What follows belongs to an exercise in optimizing a design on an open flow for small area, a short achievable clock period and few clock cycles per item; a production flow would make more cautious choices. The RTL was checked by simulation tests, not by an equivalence proof against the original design.

==> flow/run.sh <==
#!/bin/bash
# synth_recipe.tcl (not shown) runs the flow's synth.tcl, then flattens the netlist and writes it again
# the make line also repeats each setting of config.mk as NAME=value (left out here)
make -C /OpenROAD-flow-scripts/flow DESIGN_CONFIG=/design/flow/config.mk WORK_HOME=/design/flow/orfs CLKGATE_MAP_FILE= SYNTH_SCRIPT=/design/flow/synth_recipe.tcl finish
==> flow/config.mk <==
export PLATFORM = sky130hd
export DESIGN_NAME = sha256
export DESIGN_NICKNAME = sha256
export VERILOG_FILES = /design/flow/design.v
export SDC_FILE = /design/flow/constraint.sdc
export NUM_CORES = 4
export LEC_CHECK = 0
export CAP_MARGIN = 20
export CORE_MARGIN = 2
export CORE_UTILIZATION = 40
export SLEW_MARGIN = 20
==> flow/constraint.sdc <==
create_clock -name core_clock -period 10.0 [get_ports {Clk}]
set_input_delay 2.0000 -clock core_clock [delete_from_list [all_inputs] [get_ports {Clk}]]
set_output_delay 2.0000 -clock core_clock [all_outputs]
set_load 0.01 [all_outputs]
==> flow/design.v <==
module k_constants (Addr, K);    
    input [5:0] Addr;
    output [31:0] K;
    reg [31:0] current_k;
    assign K = current_k;
    always @ (Addr) begin : addr_mux
        case(Addr)
          00: current_k = 32'h428a2f98;    01: current_k = 32'h71374491;
          02: current_k = 32'hb5c0fbcf;    03: current_k = 32'he9b5dba5;
          04: current_k = 32'h3956c25b;    05: current_k = 32'h59f111f1;
          06: current_k = 32'h923f82a4;    07: current_k = 32'hab1c5ed5;
          08: current_k = 32'hd807aa98;    09: current_k = 32'h12835b01;
          10: current_k = 32'h243185be;    11: current_k = 32'h550c7dc3;
          12: current_k = 32'h72be5d74;    13: current_k = 32'h80deb1fe;
          14: current_k = 32'h9bdc06a7;    15: current_k = 32'hc19bf174;
          16: current_k = 32'he49b69c1;    17: current_k = 32'hefbe4786;
          18: current_k = 32'h0fc19dc6;    19: current_k = 32'h240ca1cc;
          20: current_k = 32'h2de92c6f;    21: current_k = 32'h4a7484aa;
          22: current_k = 32'h5cb0a9dc;    23: current_k = 32'h76f988da;
          24: current_k = 32'h983e5152;    25: current_k = 32'ha831c66d;
          26: current_k = 32'hb00327c8;    27: current_k = 32'hbf597fc7;
          28: current_k = 32'hc6e00bf3;    29: current_k = 32'hd5a79147;
          30: current_k = 32'h06ca6351;    31: current_k = 32'h14292967;
          32: current_k = 32'h27b70a85;    33: current_k = 32'h2e1b2138;
          34: current_k = 32'h4d2c6dfc;    35: current_k = 32'h53380d13;
          36: current_k = 32'h650a7354;    37: current_k = 32'h766a0abb;
          38: current_k = 32'h81c2c92e;    39: current_k = 32'h92722c85;
          40: current_k = 32'ha2bfe8a1;    41: current_k = 32'ha81a664b;
          42: current_k = 32'hc24b8b70;    43: current_k = 32'hc76c51a3;
          44: current_k = 32'hd192e819;    45: current_k = 32'hd6990624;
          46: current_k = 32'hf40e3585;    47: current_k = 32'h106aa070;
          48: current_k = 32'h19a4c116;    49: current_k = 32'h1e376c08;
          50: current_k = 32'h2748774c;    51: current_k = 32'h34b0bcb5;
          52: current_k = 32'h391c0cb3;    53: current_k = 32'h4ed8aa4a;
          54: current_k = 32'h5b9cca4f;    55: current_k = 32'h682e6ff3;
          56: current_k = 32'h748f82ee;    57: current_k = 32'h78a5636f;
          58: current_k = 32'h84c87814;    59: current_k = 32'h8cc70208;
          60: current_k = 32'h90befffa;    61: current_k = 32'ha4506ceb;
          62: current_k = 32'hbef9a3f7;    63: current_k = 32'hc67178f2;
        endcase
    end
endmodule
module calc_w (Round, WArray, WOut);
    input       [ 5:0]        Round;
    input       [15:0] [31:0] WArray;
    output reg  [31:0]        WOut;
    wire [31:0]  I, J, K, P, Q, R, S0, S1;
    assign I  = {WArray[ 1][ 6:0], WArray[ 1][31: 7]};  
    assign J  = {WArray[ 1][17:0], WArray[ 1][31:18]};  
    assign K  =  WArray[ 1] >> 3;                       
    assign P  = {WArray[14][16:0], WArray[14][31:17]};  
    assign Q  = {WArray[14][18:0], WArray[14][31:19]};  
    assign R  =  WArray[14] >> 10;                      
    assign S0 = (I ^ J ^ K);
    assign S1 = (P ^ Q ^ R);
    always @(*) begin
        if (Round < 16) begin                           
            WOut <= WArray[Round];                      
        end else begin
            WOut <= (WArray[0] + S0) + (WArray[9] + S1);
        end
    end
endmodule
module hash_algorithm (Clk, Reset, Win, Kin, Ain, Bin, Cin, Din, Ein, Fin, Gin, Hin, Aout, Bout, Cout, Dout, Eout, Fout, Gout, Hout);
    input             Clk, Reset;
    input      [31:0] Win, Kin, Ain, Bin, Cin, Din, Ein, Fin, Gin, Hin;
    output reg [31:0] Aout, Bout, Cout, Dout, Eout, Fout, Gout, Hout;
    wire [31:0] ch_out;
    wire [31:0] E1_out;
    wire [31:0] ma_out;
    wire [31:0] E0_out;
    wire [31:0] add_d;
    wire [31:0] add_step_0;
    wire [31:0] add_step_1;
    wire [31:0] add_step_2;
    wire [31:0] add_step_3;
    wire [31:0] add_step_4;
    wire [31:0] add_step_5;
    assign add_step_0 = Hin        + Win;
    assign add_step_1 = E1_out     + ch_out;
    assign add_step_2 = add_step_0 + add_step_1;
    assign add_step_3 = add_step_2 + Kin;
    assign add_d      = add_step_3 + Din;
    assign add_step_4 = ma_out     + E0_out;
    assign add_step_5 = add_step_3 + add_step_4;
    choose_function   ch (Ein, Fin, Gin, ch_out);
    E1_function       E1 (Ein, E1_out);
    majority_function ma (Ain, Bin, Cin, ma_out);
    E0_function       E0 (Ain, E0_out);
    always @ (posedge Clk ,negedge Reset) begin
        if (!Reset) begin
            {Aout, Bout, Cout, Dout, Eout, Fout, Gout, Hout} <= {8{32'b0}};
        end else begin
            Aout <= add_step_5;  
            Bout <= Ain;         
            Cout <= Bin;         
            Dout <= Cin;         
            Eout <= add_d;       
            Fout <= Ein;         
            Gout <= Fin;         
            Hout <= Gin;         
        end
    end
endmodule
module majority_function (A, B, C, MaOut);
    input [31:0] A, B, C;
    output [31:0] MaOut;
    genvar i;
    generate
        for (i = 0; i < 32; i = i + 1) begin : Bitwise_Majority
            ma_1_bit ma (A[i], B[i], C[i], MaOut[i]);
        end
    endgenerate
endmodule
module ma_1_bit (A, B, C, MaOut);
    input A, B, C;
    output MaOut;
    assign MaOut = (A & B) ^ (A & C) ^ (B & C);
endmodule
module E0_function (A, E0Out);
    input [31:0] A;
    output [31:0] E0Out;
    wire [31:0] rr_2;
    wire [31:0] rr_13;
    wire [31:0] rr_22;
    assign rr_2  = {A[ 1:0], A[31: 2]};  
    assign rr_13 = {A[12:0], A[31:13]};  
    assign rr_22 = {A[21:0], A[31:22]};  
    assign E0Out = (rr_2 ^ rr_13 ^ rr_22);
endmodule
module E1_function (E, E1Out);
    input  [31:0] E;
    output [31:0] E1Out;
    wire [31:0] rr_6;
    wire [31:0] rr_11;
    wire [31:0] rr_25;
    assign rr_6  = {E[ 5:0], E[31: 6]};  
    assign rr_11 = {E[10:0], E[31:11]};  
    assign rr_25 = {E[24:0], E[31:25]};  
    assign E1Out = (rr_6 ^ rr_11 ^ rr_25);
endmodule
module choose_function (E, F, G, ChOut);
    input [31:0] E, F, G;
    output [31:0] ChOut;
    genvar i;
    generate
        for (i = 0; i < 32; i = i + 1) begin : Bitwise_Mux
            mux_1_bit m (E[i], {F[i], G[i]}, ChOut[i]);
        end
    endgenerate
endmodule
module mux_1_bit (s, in, out);
    input s;
    input [1:0] in;
    output out;
    assign out = in[s];
endmodule
module sha256 (Clk, Reset, Start, Chunk, Digest, DigestReady
    );
    parameter   SHA256_A0       =   32'h6a09e667;
    parameter   SHA256_B0       =   32'hbb67ae85;
    parameter   SHA256_C0       =   32'h3c6ef372;
    parameter   SHA256_D0       =   32'ha54ff53a;
    parameter   SHA256_E0       =   32'h510e527f;
    parameter   SHA256_F0       =   32'h9b05688c;
    parameter   SHA256_G0       =   32'h1f83d9ab;
    parameter   SHA256_H0       =   32'h5be0cd19;
    parameter   READY           =   3'b001,
                HASHING         =   3'b010,
                DIGEST_READY    =   3'b100;
    input              Clk;                      
    input              Reset;                    
    input              Start;                    
    input      [511:0] Chunk;                    
    output reg         DigestReady;              
    output reg [255:0] Digest;                   
    reg [2:0] Q_present, Q_next;
    reg  [31:0] a_in, b_in, c_in, d_in, e_in, f_in, g_in, h_in;
    wire [31:0] a_out, b_out, c_out, d_out, e_out, f_out, g_out, h_out;
    reg [5:0] round;                             
    reg [15:0] [31:0] w_array;                   
    wire [31:0] k, w;                            
    reg update_en;                               
    k_constants    kc (round, k);
    calc_w         cw (round, w_array, w);
    hash_algorithm ha (Clk, Reset, w, k, a_in, b_in, c_in, d_in, e_in, f_in, g_in, h_in,
                       a_out, b_out, c_out, d_out, e_out, f_out, g_out, h_out);
    always @ (posedge Clk, negedge Reset) begin
        if (!Reset) begin
            Q_present <= READY;
        end else begin
            Q_present <= Q_next;
        end
    end
    always @(*) begin
        case (Q_present)
            READY        : if (Start)          Q_next <= HASHING;      else Q_next <= READY;
            HASHING      : if (round == 6'd63) Q_next <= DIGEST_READY; else Q_next <= HASHING;
            DIGEST_READY : Q_next <= READY;
            default      : Q_next <= READY;
        endcase
    end
    always @(*) begin
        if (update_en) begin
            {a_in, b_in, c_in, d_in, e_in, f_in, g_in, h_in}
            <= {a_out, b_out, c_out, d_out, e_out, f_out, g_out, h_out};
        end else begin
            {a_in, b_in, c_in, d_in, e_in, f_in, g_in, h_in}
            <= {SHA256_A0, SHA256_B0, SHA256_C0, SHA256_D0, SHA256_E0, SHA256_F0, SHA256_G0, SHA256_H0};
        end
    end
    always @ (posedge Clk, negedge Reset) begin
        if (!Reset) begin
            {w_array, round, Digest, DigestReady, update_en} <= 0;
        end else begin
            case (Q_present)
                READY : begin
                    round <= 6'd0;
                    if (Start) begin
                        DigestReady <= 1'b0;             
                        w_array[00] <= Chunk[511:480];    w_array[01] <= Chunk[479:448];
                        w_array[02] <= Chunk[447:416];    w_array[03] <= Chunk[415:384];
                        w_array[04] <= Chunk[383:352];    w_array[05] <= Chunk[351:320];
                        w_array[06] <= Chunk[319:288];    w_array[07] <= Chunk[287:256];
                        w_array[08] <= Chunk[255:224];    w_array[09] <= Chunk[223:192];
                        w_array[10] <= Chunk[191:160];    w_array[11] <= Chunk[159:128];
                        w_array[12] <= Chunk[127:096];    w_array[13] <= Chunk[095:064];
                        w_array[14] <= Chunk[063:032];    w_array[15] <= Chunk[031:000];
                    end
                end
                HASHING : begin
                    update_en <= (round != 63);          
                    round     <= round + 6'd1;           
                    if (round > 15)                      
                        w_array[15:0] <= {w, w_array[15:1]};
                end
                DIGEST_READY : begin                     
                    Digest <= {(a_out + SHA256_A0), (b_out + SHA256_B0), (c_out + SHA256_C0), (d_out + SHA256_D0),
                               (e_out + SHA256_E0), (f_out + SHA256_F0), (g_out + SHA256_G0), (h_out + SHA256_H0)};
                    DigestReady <= 1'b1;                 
                end
            endcase
        end
    end
endmodule
==> summary.md <==
| Metric | Value |
|---|---|
| Status | `timing/DRC/antenna clean` |
| Die width | `408 um` |
| Critical Path AT | `10.16 ns` |
| Syn Area/Cell | `8.76 um2` |
| Hold Startpoint | `Digest[86]` |
| Finish-stage setup viols | `0` |
| Slew Limit Fails | `0` |
| Clock Latency Late Sink | `0.81 ns` |
| Slowest cell on crit path | `fa_1` |
| Setup TNS | `0 ns` |
| Setup CP Type | `register to register` |
| Maxcap violations | `0` |
| Clock skew | `0.107 ns` |
| Cells after synthesis | `7449` |
| Register area share after synthesis | `39.7%` |
| First-pass GRT wire length | `403000 um` |
| Top Registers | `w_array: 512 flops, Digest: 256 flops` |
| #FFs+latches synth | `1035` |
| Die Height | `408 um` |
| Longest Clk Path Bufs | `3` |
| Core Region | `162000 um2` |
| Routed wire length | `283000 um` |
| Placed cell areas | `74600 um2` |
| PostCTS Resize Cnt | `0` |
| RSZ-0062 raised after global routing | `no` |
| Worst Tran Pin Value | `1.14 ns` |
| Hold Slack | `0.476 ns` |
| Finished Core Util | `48.3%` |
| H-tree levels | `3` |
| Gr ovfl total | `0` |
| Number of enable flip-flop cells after synthesis | `0` |
| Netlist cell types | `86` |
| Top FF cell, synth | `dfrtp_1` |
| Post-CTS setup buffer count | `0` |
| Reg clk slew, reported paths | `0.07 ns` |
| Clock root cell | `clkbuf_16` |
| Layout cell share with drive strength beyond 1 | `5.62%` |
| TritonCTS clock tree | `done` |
| Worst hold path type | `register to register` |
| Largest reg by FF count | `w_array` |
| Clock sink total | `1035` |
| Row cnt | `148` |
| Antenna Violating Nets Remaining | `0` |
| Num ports | `772` |
| Max-slew headroom | `24.1%` |
| Post-Syn Area | `65200 um2` |
| WP data required | `10.66 ns` |
| Initial DRC Count | `6642` |
| Dpl hpwl | `224000 um` |
| Pin count of the biggest net entering global routing | `258` |
| Setup crit start | `w_array[468]` |
| Routed len/inst | `27.8 um` |
| CP max stage delay | `0.59 ns` |
| Design area | `78500 um2` |
| Die area | `166000 um2` |
| NumNets Final | `8762` |
| Critical Path Fanout Max | `7` |
| Reg-to-reg startpoint | `w_array[468]` |
| DRC | `0` |
| Leading cell type in the layout, fill and taps excluded | `nand2_1` |
| Ys async rst share | `100%` |
| Max FFs per register | `512` |
| Post-CTS Hold Fix Bufs | `0` |
| Vias/cell | `5.64` |
| Detailed Routing Iterations Pass 1 | `6` |
| Final min period | `9.50 ns` |
| Number of global-route vias before repair | `55.3k` |
| Syn_nets | `8322` |
| Final Hold Fails | `0` |
| Crit path launch type | `register` |
| Tot GR Track Use | `33.3%` |
| F_max | `0.105 GHz` |
| Via count | `57.4k` |
| YS warnings | `4` |
| GPL Wtd Cong | `0.978` |
| Most frequent cells in the layout | `nand2_1 (1489), dfrtp_1 (1028), clkdlybuf4s50_1 (770)` |
| PortBufs | `771` |
| Initial antenna violation count | `31` |
| Area growth syn-to-layout | `20.3%` |
| Crit path top cell by count | `a21oi_1` |
| Final Cycle Share | `95.0%` |
| CP Capture Type | `register` |
| Initial Util | `40.2%` |
| Clock buffer count from CTS | `114` |
[metal layers]
| layer | global-route usage [%] | up-vias | routed length, um |
|---|---|---|---|
| met3 | 5.94 | 497 | 21300 |
| li1 | - | 26000 | - |
| met4 | 16.5 | 32 | 16500 |
| met5 | 0 | - | 200 |
| met2 | 52.7 | 2480 | 129000 |
| met1 | 44.0 | 28400 | 116000 |
[metrics by stage]
step	std cells	setup WS [ns]
3_3_place_gp	9948	0.500
4_1_cts	10200	0.560
5_1_grt	10200	0.00988
6_report	10200	0.503
2_1_floorplan	7449	1.42
3_5_place_dp	9948	0.591
[cells in the mapped netlist, types with 25 or more instances]
library cell	number	area share, %
nor2b_1	50	0.48
xnor2_1	379	5.1
a31oi_1	521	5.0
mux4_2	101	3.5
nor2_1	725	4.2
xor2_1	191	2.6
o22ai_1	25	0.24
nand3_1	41	0.31
clkbuf_1	494	2.8
nand2_1	1491	8.6
fa_1	189	5.8
nor3_1	67	0.51
buf_1	43	0.25
nand2b_1	140	1.3
and2_1	163	1.6
a211oi_1	29	0.33
o21ai_0	325	2.5
dfrtp_1	1034	40
inv_1	315	1.8
o21a_1	46	0.53
o21ai_1	113	0.87
a21o_1	53	0.61
ha_1	169	3.2
o31ai_1	33	0.38
mux2i_1	107	1.6
o21bai_1	27	0.31
a21oi_1	259	2.0
o221ai_1	34	0.46
[worst paths after layout]
kind	end	slack, ns	cells after the start
worst min-delay path	Digest[86]	0.48	2
min in group asynchronous	Digest[50]	1.29	1
worst max-delay path	ha.Eout[31]	0.50	35
worst min register to register	Digest[86]	0.48	2
worst max register to register	ha.Eout[31]	0.50	35
max in group asynchronous	w_array[367]	6.49	3
[logic make-up (layout without fill, tap and decap cells)]
logic type                 count (synthesis)  in the layout  synth area share [%]
AOI/OAI and AO/OA                       1593           1593                  14.9
xor gates and xnor gates                 571            571                  7.69
adders and majority gates                364            364                  9.13
buffers and inverters                    873           1409                  5.05
DFF                                     1035           1035                  39.7
muxes                                    219            219                  5.32
other                                      0             12                     0
and+or+nand+nor                         2794           2794                  18.2
[layout make-up]
type / count / area [um2]
timing repair buffer: 877 / 8680
multi-input combinational: 5541 / 36100
clock inverter: 58 / 651
inverter: 320 / 1200
tap: 2175 / 2720
antenna: 12 / 30.0
sequential: 1035 / 25900
fill: 15600 / 83900
clock buffer: 154 / 3210
[worst max-delay path: cells and delay by family (launching register included)]
kind            cells  cell delay (ns)
compound gates     17             3.60
fa+ha+maj           7             3.08
xor+xnor            5             1.25
simple gates        4             0.87
flops               1             0.49
buf+inv             2             0.09
Testbench counts, summed over its fixed seeds: cycles 16,896, hashes 256.

## static timing again, ports no longer ideal
The flow's constraints put no driver on any port. The routed layout listed below was extracted and timed again, unchanged, in two steps. Step 1: set_driving_cell puts a clkbuf_16 on Clk and a buf_2 on each other input, an assumption about the parent block. Step 2, shift: input delay + t, output delay - t, t = (earliest + latest rising clock arrival at the registers) / 2. This alone moves slack from input paths to output paths. Slacks: no drivers / after step 1 / after step 2; pairs: no drivers / after step 1.
t (ns): 0.840
setup WS [ns]: 0.503 / 0.503 / 0.503
hold WS [ns]: 0.476 / 0.476 / 0.476
clock arrival spread, ns: 0.107 / 0.107
After both steps setup and hold are still met in this run. The setup slack of this run moves by 0.000 ns with the drivers and by 0.000 ns with both steps.
